What follows belongs to an exercise in optimizing a design on an open flow for a short achievable clock period and few clock cycles; a production flow would make more cautious choices. Only simulation tests tie the RTL to the original design; equivalence was not proved.

==> flow/design.v, too long to show whole: its modules and the start of the top module <==
// module SimpleCPU: 262 lines
// module SimpleCPU_ksadd: 27 lines
// module SimpleCPU_inc: 14 lines
// module SimpleCPU_mulh1: 1496 lines
// module SimpleCPU_mulh2: 608 lines
module SimpleCPU(clk, rst, data_fromRAM, wrEn, addr_toRAM, data_toRAM);
  // ...
==> flow/run.sh <==
#!/bin/bash
# synth_recipe.tcl (not shown) runs the flow's synth.tcl, then flattens the netlist and writes it again
# the make line also repeats each setting of config.mk as NAME=value (left out here)
make -C /OpenROAD-flow-scripts/flow DESIGN_CONFIG=/design/flow/config.mk WORK_HOME=/design/flow/orfs CLKGATE_MAP_FILE= SYNTH_SCRIPT=/design/flow/synth_recipe.tcl finish
==> flow/config.mk <==
export PLATFORM = sky130hd
export DESIGN_NAME = SimpleCPU
export DESIGN_NICKNAME = SimpleCPU
export VERILOG_FILES = /design/flow/design.v
export SDC_FILE = /design/flow/constraint.sdc
export NUM_CORES = 4
export LEC_CHECK = 0
export ABC_CLOCK_PERIOD_IN_PS = 4000
export CAP_MARGIN = 20
export CORE_MARGIN = 2
export CORE_UTILIZATION = 40
export SETUP_SLACK_MARGIN = 5
export SLEW_MARGIN = 20
export TNS_END_PERCENT = 100
==> flow/constraint.sdc <==
create_clock -name core_clock -period 10.0 [get_ports {clk}]
set_input_delay 2.0000 -clock core_clock [delete_from_list [all_inputs] [get_ports {clk}]]
set_output_delay 2.0000 -clock core_clock [all_outputs]
set_load 0.01 [all_outputs]
==> impl_metrics.yaml, run 1 <==
cts:
  clk_pin_slew_worst_paths_ns: 0.06
floorplanning:
  initial_utilization_pct: 40.4
  die_h_um: 300
  rows: 108
timing:
  finalWorstSetupSlack_ns: 4.96
  max_slew_margin_pct: 24.6
  timing.final.setup_violations: 0
  setup_tns_ns: 0
  post-route-period-util_pct: 50.4
cells_and_area:
  clkCellAreaFrac_pct: 2.91
  final_cells: 5284
  seq_cell_count: 258
place:
  dp_hpwl_um: 101000
  place.gp.congestion: 1.06
  portBuffers: 76
setup_path:
  r2r-end: "Res[30]"
  critPathBufInv: 1
  critical_path_peak_fanout: 2
  criticalPathCategory: "flop to output pin"
  cp.required_ns: 8.00
logic_synthesis:
  yosysUniqueCellTypes: 85
  synthAdderAreaFrac_pct: 29.4
  synth_mux_area_share_pct: 8.13
  yosys.area_share.simple_pct: 18.5
  ys.flop_type: "edfxtp_1"
  synthArstFlopShare_pct: 0
  synth_edf_count: 135
detailed_routing:
  remaining_drc_errors: 0
  drt-met1-wl_um: 57200
  via_count: 31874
hold_path:
  hold_depth: 0
grt:
  grt_pass1_vias: 31410
  use_met1_pct: 43.2
status:
  status: "finished clean"
Testbench counts, summed over its fixed seeds: cycles 164,208.
==> run 2, diff against run 1 <==
--- a/flow/config.mk
+++ b/flow/config.mk
@@ -10,3 +10,3 @@
 export CORE_MARGIN = 2
-export CORE_UTILIZATION = 40
+export CORE_UTILIZATION = 30
 export SETUP_SLACK_MARGIN = 5
==> run 2 against run 1 <==
- flip-flop and latch count is the same
- critical path type unchanged
- area after synthesis is the same
- largest cell class unchanged
- sequential share of layout area shrank 0.18 points
- maximum frequency grew 0.89%
==> impl_metrics.yaml, run 2 <==
status:
  status: "finished clean"
timing:
  rsz0062_at_grt: "yes"
  slew_viol_final: 0
  period_minus_slack_ns: 5.00
  timing.final.setup_violations: 0
  fmax_ghz: 0.200
  hold_slack_ns: 0.321
  post-route-period-util_pct: 50.0
  final.setup_skew_ns: 0.0388
  setup_tns_ns: 0
  max_slew_margin_pct: 14.8
  hold_viol_final: 0
  finalWorstSetupSlack_ns: 5.00
  tightest_slew_ns: 1.28
detailed_routing:
  via_count: 32087
  via_per_inst: 5.68
  wl_per_cell_um: 26.9
  drtAntennaViolNets: 0
  drt_iter0_markers: 3810
  drtPass1Iterations: 6
  remaining_drc_errors: 0
  drt_wl_total_um: 152000
setup_path:
  max_stage_delay_ns: 0.35
  crit_arrival_ns: 3.00
  criticalPathCategory: "flop to output pin"
  cpMaxStageDelayCell: "dfxtp_4"
  cp-end-kind: "output pin"
  cp-start-kind: "flop"
  cp_cell_sequence: "ha_4 > and3_4 > and3_4 > and3_4 > ha_4 > xor2_4 > o211ai_1 > nand4_1 > o21a_1 > o22ai_2 > o21ai_2 > buf_2"
  critical_path_peak_fanout: 3
  timing.critical_path.mode_cell: "and3_4"
  cp.required_ns: 8.00
logic_synthesis:
  ys.flop_type: "edfxtp_1"
  synth_top_area_share_pct: 23.7
  netlist_area_um2: 35000
  synthCells: 4092
  yosysUniqueCellTypes: 85
  yosysSeqAreaShare_pct: 18.6
  syn_area_per_cell_um2: 8.56
  yosysMostFrequentCell: "nand2_1"
  synth_fp_nets: 4698
  synth-seq-cells: 258
  yosys.area.top_type: "fa_1"
  synthArstFlopShare_pct: 0
  yosys-top-cells-count: "533 x nand2_1, 510 x inv_1, 415 x fa_1, 322 x and2_1, 232 x clkbuf_1"
  synthTopCellsByArea: "fa_1 24%, edfxtp_1 12%, dfxtp_1 7.0%, mux2i_1 6.2%, and2_1 5.7%"
  synth_warnings: 2
  synth_edf_count: 135
floorplanning:
  rows: 125
  pin_count: 77
  core_um2: 116000
  initial_utilization_pct: 30.2
  die_w_um: 346
  die_h_um: 346
  dieArea_um2: 120000
cells_and_area:
  final_common_cell: "nand2_1"
  multiInputGateArea_um2: 25800
  nFillCells: 12045
  final_cells: 5651
  final-seq-area_um2: 6530
  area_growth_syn_to_layout_pct: 14.2
  drive_gt1_share_pct: 10.1
  final_cell_mix: "530 x nand2_1, 508 x inv_1, 415 x fa_1"
  final_nets: 4702
cts:
  root_buffer: "clkbuf_16"
  cts_made_buffers: 34
  clock_path_buffers: 3
  cts_num_sinks: 258
  cts_tree: "built"
  cts_max_level: 2
  clk_latency_ns: 0.59
  hold_buffers: 0
  clk_pin_slew_worst_paths_ns: 0.06
grt:
  overflow: 0
  antenna_found_initial: 14
  grt_use_total_pct: 24.8
  grt_first_pass_wirelength_um: 220000
  grt_pass1_vias: 31936
  grt_max_degree: 115
hold_path:
  hold_class: "flop to flop"
run:
  drv_cap: 0
place:
  dp_hpwl_um: 105000
  dp_slack_ns: 3.71
  place.gp.congestion: 0.987
  portBuffers: 76
  dp_cells: 5493
-- run 2: cell counts after synthesis --
No cell type changed its count.
-- run 2: kinds of logic after synthesis --
kind of cell	count (synthesis)	share of synthesized area [%]
multiplexers	273	8.13
flip-flops	258	18.6
buffers and inverters	821	9.13
XOR/XNOR	137	3.42
adder cells (fa/ha/maj)	574	29.4
AND/OR/NAND/NOR	1351	18.5
AO/OA/AOI/OAI	678	12.8
-- run 2: worst paths after layout --
kind,from,endpoint,slack [ns],cells after the start
min,MS1[15],MS[15],0.32,0
min reg2reg,MS1[15],MS[15],0.32,0
max reg2reg,state[0],Res[22],5.33,16
max,PC[0],addr_toRAM[9],5.00,12
-- run 2: stage by stage --
step,cell area [µm²],utilization [%]
6_report,40000,34.5
5_1_grt,40000,34.5
4_1_cts,39600,34.1
3_5_place_dp,37400,32.2
3_3_place_gp,37400,32.2
2_1_floorplan,35200,-
-- run 2: layout make-up --
cell class	instances	area share, %
repair buffers	271	6.64
well taps	1524	4.77
diodes	6	0.0375
clock buffers	44	2.40
clock inverters	17	0.503
flip-flops and latches	258	16.3
inverters	515	4.87
repair inverters	1	0.0125
multi-input cells	3015	64.4
-- run 2: layer usage --
| layer | track usage, % | vias up | wire length (µm) |
|---|---|---|---|
| li1 | - | 13565 | - |
| met1 | 32.4 | 16067 | 60100 |
| met2 | 37.5 | 1984 | 64900 |
| met3 | 5.60 | 451 | 16500 |
| met4 | 14.5 | 20 | 10600 |
| met5 | 0 | - | 175 |
-- run 2: worst max-delay path, delay by kind of cell, from the launching register on --
kind / cells / cell delay, ns
and+or+nand+nor: 4 / 0.77
xor gates and xnor gates: 1 / 0.16
AOI/OAI and AO/OA: 4 / 0.67
buffers and inverters: 1 / 0.14
DFF: 1 / 0.35
adders and majority gates: 2 / 0.32
-- run 2: repair_timing --
action | CTS | global route
buffers inserted | 58 | 22
pin swaps | 15 | 18
gates resized for setup | 195 | 49
endpoints found under the setup margin | 43 | 33
cloned | 6 | 5
==> module SimpleCPU, before the edit <==
module SimpleCPU(clk, rst, data_fromRAM, wrEn, addr_toRAM, data_toRAM);
parameter SIZE = 10;
localparam ADD  = 3'd0;
localparam NAND = 3'd1;
localparam SRL  = 3'd2;
localparam LT   = 3'd3;
localparam CP   = 3'd4;
localparam CPI  = 3'd5;
localparam BZJ  = 3'd6;
localparam MUL  = 3'd7;
localparam S_FETCH = 4'd0;   
localparam S_DEC   = 4'd1;   
localparam S_RDA   = 4'd2;   
localparam S_RDB   = 4'd3;   
localparam S_CPI1  = 4'd4;   
localparam S_CPI2  = 4'd5;   
localparam S_BZ1   = 4'd6;   
localparam S_BZ2   = 4'd7;   
localparam S_MUL1  = 4'd8;
localparam S_MUL2  = 4'd9;
localparam S_MULX  = 4'd13;  
localparam S_WR    = 4'd10;  
localparam S_CPF   = 4'd12;  
input clk, rst;
input wire [31:0] data_fromRAM;
output wire wrEn;
output wire [SIZE-1:0] addr_toRAM;
output wire [31:0] data_toRAM;
reg [3:0]  state, stateNext;
reg [SIZE-1:0] PC, PCNext;
reg [31:0] IW, IWNext;
reg        iwLive, iwLiveNext;    
reg [31:0] R1, R1Next;
reg [31:0] R2, R2Next;
reg [31:0] Res, ResNext;
reg [SIZE-1:0] WA, WANext;        
reg        Z, ZNext;
reg [SIZE-1:0] aOld;
wire [3:0] st = state;
wire [31:0] iwc = iwLive ? data_fromRAM : IW;
wire [2:0]  opc = iwc[31:29];
wire        imc = iwc[28];
wire [2:0]  op  = IW[31:29];
wire        im  = IW[28];
wire [SIZE-1:0] fA = IW[SIZE+13:14];
wire [SIZE-1:0] fB = IW[SIZE-1:0];
wire [31:0] immB = {18'd0, IW[13:0]};
wire [SIZE-1:0] PC1;
SimpleCPU_inc #(SIZE) pcinc (.a(PC), .s(PC1));
wire [31:0] aluA = (state == S_RDA) ? data_fromRAM : R1;
wire [31:0] aluB = (state == S_RDA) ? immB : data_fromRAM;
wire [31:0] sum, dif_unused;
wire        sumC, geC;
SimpleCPU_ksadd #(32, 5) add_ (.a(aluA), .b(aluB), .cin(1'b0), .s(sum), .cout(sumC));
SimpleCPU_ksadd #(32, 5) cmp_ (.a(aluA), .b(~aluB), .cin(1'b1), .s(dif_unused), .cout(geC));
reg [31:0] aluOut;
always @(*) begin
	case (op)
		ADD:  aluOut = sum;
		NAND: aluOut = ~(aluA & aluB);
		SRL:  aluOut = (~|aluB[31:5]) ? (aluA >> aluB[4:0]) :
		               ((~|aluB[31:6]) ? (aluA << aluB[4:0]) : 32'd0);
		LT:   aluOut = {31'd0, ~geC};
		default: aluOut = aluB;
	endcase
end
wire [31:0] csaS, csaC, prod;
wire        prodC;
reg  [31:0] MS, MC, MS1, MC1;
wire [31:0] h1S, h1C;
SimpleCPU_mulh1 mulh1 (.a(R1), .b(R2), .s(h1S), .c(h1C));
SimpleCPU_mulh2 mulh2 (.a(R1), .b(R2), .x(MS1), .y(MC1), .s(csaS), .c(csaC));
SimpleCPU_ksadd #(32, 5) mula_ (.a(MS), .b(MC), .cin(1'b0), .s(prod), .cout(prodC));
always @(posedge clk) begin
	MS1 <= h1S;
	MC1 <= h1C;
	MS  <= csaS;
	MC  <= csaC;
end
always @(posedge clk) begin
	state  <= stateNext;
	PC     <= PCNext;
	IW     <= IWNext;
	iwLive <= iwLiveNext;
	R1     <= R1Next;
	R2     <= R2Next;
	Res    <= ResNext;
	WA     <= WANext;
	Z      <= ZNext;
end
wire [SIZE-1:0] dfrAddr = (st == S_DEC) ? data_fromRAM[SIZE+13:14] : data_fromRAM[SIZE-1:0];
wire liveSel = (st == S_DEC && iwLive) || (st == S_CPI1) || (st == S_BZ2 && Z);
reg [SIZE-1:0] regAddr;
always @(*) begin
	regAddr = PC;
	case (st)
		S_DEC: begin
			if (op == CP && im) regAddr = PC1;
			else if (!im && (op == CP || op == CPI || op == BZJ)) regAddr = fB;
			else regAddr = fA;
		end
		S_RDA: begin
			if (op == CPI || (!im && op != BZJ)) regAddr = fB;
			else regAddr = PC1;
		end
		S_RDB, S_CPI2, S_BZ2, S_MUL2, S_CPF: regAddr = PC1;
		S_BZ1: regAddr = fA;
		S_WR:  regAddr = WA;
		default: regAddr = PC;
	endcase
end
assign addr_toRAM = liveSel ? dfrAddr : regAddr;
assign wrEn       = (state == S_WR) & ~rst;
assign data_toRAM = Res;
always @(*) begin
	stateNext  = state;
	PCNext     = PC;
	IWNext     = IW;
	iwLiveNext = 1'b0;
	R1Next     = R1;
	R2Next     = R2;
	ResNext    = Res;
	WANext     = WA;
	ZNext      = Z;
	aOld = PC;
	if (rst) begin
		PCNext     = 0;
		stateNext  = S_FETCH;
	end else begin
		case (st)
			S_FETCH: begin
				aOld = PC;
				iwLiveNext = 1'b1;
				stateNext  = S_DEC;
			end
			S_DEC: begin
				IWNext = iwc;
				WANext = iwc[SIZE+13:14];
				R2Next = {18'd0, iwc[13:0]};
				if (iwLive && (opc == CP || (!imc && (opc == CPI || opc == BZJ)))) begin
					stateNext = S_DEC;
				end else
				case (opc)
					CP: begin
						if (imc) begin
							ResNext    = {18'd0, iwc[13:0]};
							aOld = PC1;
							stateNext  = S_WR;
						end else begin
							aOld = iwc[SIZE-1:0];
							stateNext  = S_RDB;
						end
					end
					CPI: begin
						if (imc) begin
							aOld = iwc[SIZE+13:14];
							stateNext  = S_RDA;
						end else begin
							aOld = iwc[SIZE-1:0];
							stateNext  = S_CPI1;
						end
					end
					BZJ: begin
						if (imc) begin
							aOld = iwc[SIZE+13:14];
							stateNext  = S_RDA;
						end else begin
							aOld = iwc[SIZE-1:0];
							stateNext  = S_BZ1;
						end
					end
					default: begin
						aOld = iwc[SIZE+13:14];
						stateNext  = S_RDA;
					end
				endcase
			end
			S_RDA: begin
				R1Next = data_fromRAM;
				case (op)
					CPI: begin        
						WANext     = data_fromRAM[SIZE-1:0];
						aOld = fB;
						stateNext  = S_RDB;
					end
					BZJ: begin        
						PCNext    = data_fromRAM[SIZE-1:0] + fB;
						stateNext = S_FETCH;
					end
					MUL: begin
						if (im) stateNext = S_MUL1;
						else begin
							aOld = fB;
							stateNext  = S_RDB;
						end
					end
					default: begin
						if (im) begin
							ResNext    = aluOut;
							aOld = PC1;
							stateNext  = S_WR;
						end else begin
							aOld = fB;
							stateNext  = S_RDB;
						end
					end
				endcase
			end
			S_RDB: begin
				R2Next = data_fromRAM;
				if (op == MUL) stateNext = S_MUL1;
				else begin
					ResNext    = aluOut;
					aOld = PC1;
					stateNext  = S_WR;
				end
			end
			S_CPI1: begin
				aOld = data_fromRAM[SIZE-1:0];
				stateNext  = S_CPI2;
			end
			S_CPI2: begin
				ResNext    = data_fromRAM;
				aOld = PC1;
				stateNext  = S_WR;
			end
			S_BZ1: begin
				ZNext      = (data_fromRAM == 32'd0);
				aOld = fA;
				stateNext  = S_BZ2;
			end
			S_BZ2: begin
				PCNext     = Z ? data_fromRAM[SIZE-1:0] : PC1;
				aOld = PCNext;
				iwLiveNext = 1'b1;
				stateNext  = S_DEC;
			end
			S_MUL1: begin
				stateNext = S_MULX;
			end
			S_MULX: begin
				stateNext = S_MUL2;
			end
			S_MUL2: begin
				ResNext    = prod;
				aOld = PC1;
				stateNext  = S_WR;
			end
			S_CPF: begin
				stateNext = S_WR;
			end
			S_WR: begin
				aOld = WA;
							PCNext     = PC1;
				IWNext     = (WA == PC1) ? Res : data_fromRAM;
				stateNext  = S_DEC;
			end
			default: stateNext = S_FETCH;
		endcase
	end
end
endmodule
==> run 3, diff against run 2 <==
--- a/flow/design.v
+++ b/flow/design.v
@@ -48,4 +48,6 @@
 wire [31:0] immB = {18'd0, IW[13:0]};
-wire [SIZE-1:0] PC1;
-SimpleCPU_inc #(SIZE) pcinc (.a(PC), .s(PC1));
+reg  [SIZE-1:0] PC1;
+wire [SIZE-1:0] PCNext1;
+SimpleCPU_inc #(SIZE) pcinc (.a(PCNext), .s(PCNext1));
+always @(posedge clk) PC1 <= PCNext1;
 wire [31:0] aluA = (state == S_RDA) ? data_fromRAM : R1;
==> run 3 against run 2 <==
- still clean on timing, DRC and antenna
- area after synthesis rose by 1.2%
- first-iteration DRC count increased by 3.6%
- setup slack better by 0.0041 ns
- hold slack gained 0.0042 ns
==> impl_metrics.yaml, run 3 <==
cts:
  clock_path_buffers: 3
  hold_buffers: 0
  cts_tree: "built"
  clk_pin_slew_worst_paths_ns: 0.06
  clk_latency_ns: 0.60
  cts_num_sinks: 268
  cts_max_level: 2
  cts_made_buffers: 38
  root_buffer: "clkbuf_16"
grt:
  overflow: 0
  antenna_found_initial: 22
  grt_max_degree: 74
  grt_first_pass_wirelength_um: 218000
  grt_use_total_pct: 24.2
  grt_pass1_vias: 31958
place:
  dp_hpwl_um: 103000
  place.gp.congestion: 1.01
  dp_slack_ns: 3.46
  portBuffers: 76
hold_path:
  holdCritStartpoint: "MC1[13]"
  hold_class: "flop to flop"
timing:
  tightest_slew_ns: 1.10
  slew_viol_final: 0
  final.setup_skew_ns: 0.0252
  hold_viol_final: 0
  timing.final.setup_violations: 0
  finalWorstSetupSlack_ns: 5.00
  period_minus_slack_ns: 5.00
  max_slew_margin_pct: 26.7
  post-route-period-util_pct: 50.0
  setup_tns_ns: 0
  rsz0062_at_grt: "no"
  fmax_ghz: 0.200
logic_synthesis:
  synth_edf_count: 135
  yosysUniqueCellTypes: 100
  yosysSeqAreaShare_pct: 18.9
  synthTopCellsByArea: "fa_1 23%, edfxtp_1 11%, dfxtp_1 7.5%, nand2_1 6.2%, mux2i_1 6.2%"
  yosys.area.top_type: "fa_1"
  synthArstFlopShare_pct: 0
  synth_top_area_share_pct: 23.4
  synth_fp_nets: 4730
  synth_warnings: 2
  netlist_area_um2: 35500
  yosys-top-cells-count: "585 x nand2_1, 503 x inv_1, 415 x fa_1, 316 x and2_1, 222 x clkbuf_1"
  syn_area_per_cell_um2: 8.60
  yosysMostFrequentCell: "nand2_1"
  ys.flop_type: "edfxtp_1"
  synthCells: 4124
  synth-seq-cells: 268
detailed_routing:
  drt_wl_total_um: 151000
  remaining_drc_errors: 0
  wl_per_cell_um: 26.5
  via_per_inst: 5.61
  via_count: 31951
  drt_iter0_markers: 3946
  drtAntennaViolNets: 0
  drtPass1Iterations: 7
cells_and_area:
  nFillCells: 12224
  final_nets: 4727
  final_cell_mix: "581 x nand2_1, 498 x inv_1, 415 x fa_1"
  area_growth_syn_to_layout_pct: 13.9
  drive_gt1_share_pct: 10.4
  final_common_cell: "nand2_1"
  postLayoutCoreUtil_pct: 34.4
setup_path:
  cp.required_ns: 8.00
  criticalPathCategory: "input port to output pin"
  cp-start-kind: "input port"
  crit_arrival_ns: 3.00
  cp-end-kind: "output pin"
  setup.worst_path.start: "data_fromRAM[18]"
  reg2reg_from: "R2[0]"
  critical_path_peak_fanout: 12
floorplanning:
  pin_count: 77
  core_um2: 118000
  die_h_um: 348
  rows: 126
  dieArea_um2: 121000
  die_w_um: 348
  initial_utilization_pct: 30.2
run:
  drv_cap: 0
status:
  status: "finished clean"
## run 3: cell types whose count changed after synthesis, moves of 9 or more
cell / before / now
nand2_1: 533 / 585
nor2_1: 226 / 188
a31oi_1: 34 / 58
a22oi_1: 12 / 34
o22ai_1: 38 / 16
a211oi_1: 55 / 38
buf_2: 39 / 53
o21ai_0: 140 / 128
xnor2_1: 89 / 101
clkbuf_1: 232 / 222
dfxtp_1: 123 / 133
o211ai_1: 38 / 28
nand2b_1: 14 / 23
## run 3: worst paths after layout
| kind | endpoint | slack (ns) | cells after the start |
|---|---|---|---|
| worst max-delay path | addr_toRAM[4] | 5.00 | 4 |
| worst min-delay path | MC[13] | 0.33 | 0 |
| worst max register to register | MC1[31] | 5.32 | 14 |
| worst min register to register | MC[13] | 0.33 | 0 |
## run 3: logic make-up after synthesis
kind of cell / count (synthesis) / share of synthesized area, %
muxes: 281 / 8.20
buffers and inverters: 815 / 8.97
adders and majority gates: 572 / 29.0
AOI/OAI and AO/OA: 684 / 13.0
DFF: 268 / 18.9
and+or+nand+nor: 1363 / 18.4
xor gates and xnor gates: 141 / 3.48
## run 3: layer usage
metal,share of wire [%],track usage (%)
met1,40,32.0
met2,43,37.3
met3,12,6.46
met4,4.9,10.3
met5,0.14,0
## run 3: stage by stage
| step | cell area, µm² | hold WS [ns] | instances |
|---|---|---|---|
| 6_report | 40400 | 0.325 | 5691 |
| 3_5_place_dp | 37800 | 0.312 | 5536 |
| 5_1_grt | 40400 | 0.339 | 5689 |
| 4_1_cts | 40000 | 0.326 | 5662 |
| 2_1_floorplan | 35600 | 0.310 | 4124 |
| 3_3_place_gp | 37800 | 0.311 | 5536 |
## run 3: critical path, cell delays in order
cell             delay, ns
clkdlybuf4s15_2       0.54
nand2_1               0.10
a31oi_1               0.18
buf_2                 0.15
## run 3: repair_timing
action | in CTS | in global routing
setup buffers | 52 | 20
gates resized for setup | 191 | 64
setup endpoints to repair | 44 | 32
pin swaps | 16 | 13
cloned | 4 | 4
## run 3: final cells by class
type	instances	area, µm²	share of cell area, %
antenna	4	10.0	0.0248
clock buffer	51	1080	2.68
clock inverter	19	139	0.344
inverter	507	1930	4.77
multi-input combinational	3042	26000	64.4
sequential	268	6730	16.7
tap	1536	1920	4.76
timing repair buffer	264	2580	6.38
Testbench counts of run 3, summed over its fixed seeds: cycles 164,208.

## port drivers added, routing unchanged
How much do the figures lean on ideal ports? The routed layouts below were timed once more, with nothing changed but the port constraints.
Step 1 (the two cells are an assumption about what drives the block):
set clk [get_ports {clk}]
set_driving_cell -lib_cell sky130_fd_sc_hd__clkbuf_16 $clk
set_driving_cell -lib_cell sky130_fd_sc_hd__buf_2 [delete_from_list [all_inputs] $clk]
Step 2 adds t to the input delays and takes it off the output delays; t is the mean of the earliest and latest rising clock arrival at the registers after step 1. Input paths then give back, and output paths get back, about the clock's delay inside the block.
a / b / c = no drivers / after step 1 / after step 2; a / b = the first two.
| run | shift t [ns] | setup WS [ns] | hold WS [ns] | worst setup path after step 2 | worst register clock-pin slew, ns |
|---|---|---|---|---|---|
| run 1 | 0.637 | 4.956 / 4.888 / 4.375 | 0.326 / 0.326 / 0.326 | input to register | 0.07 / 0.07 |
| run 2 | 0.641 | 5.000 / 4.925 / 4.446 | 0.321 / 0.321 / 0.321 | input to register | 0.07 / 0.07 |
| run 3 | 0.654 | 5.005 / 4.882 / 4.447 | 0.325 / 0.325 / 0.325 | input to register | 0.06 / 0.06 |
After both steps setup and hold are still met in every run listed. The setup slack of run 1, which loses most, moves by -0.068 ns with the drivers and by -0.581 ns with both steps.
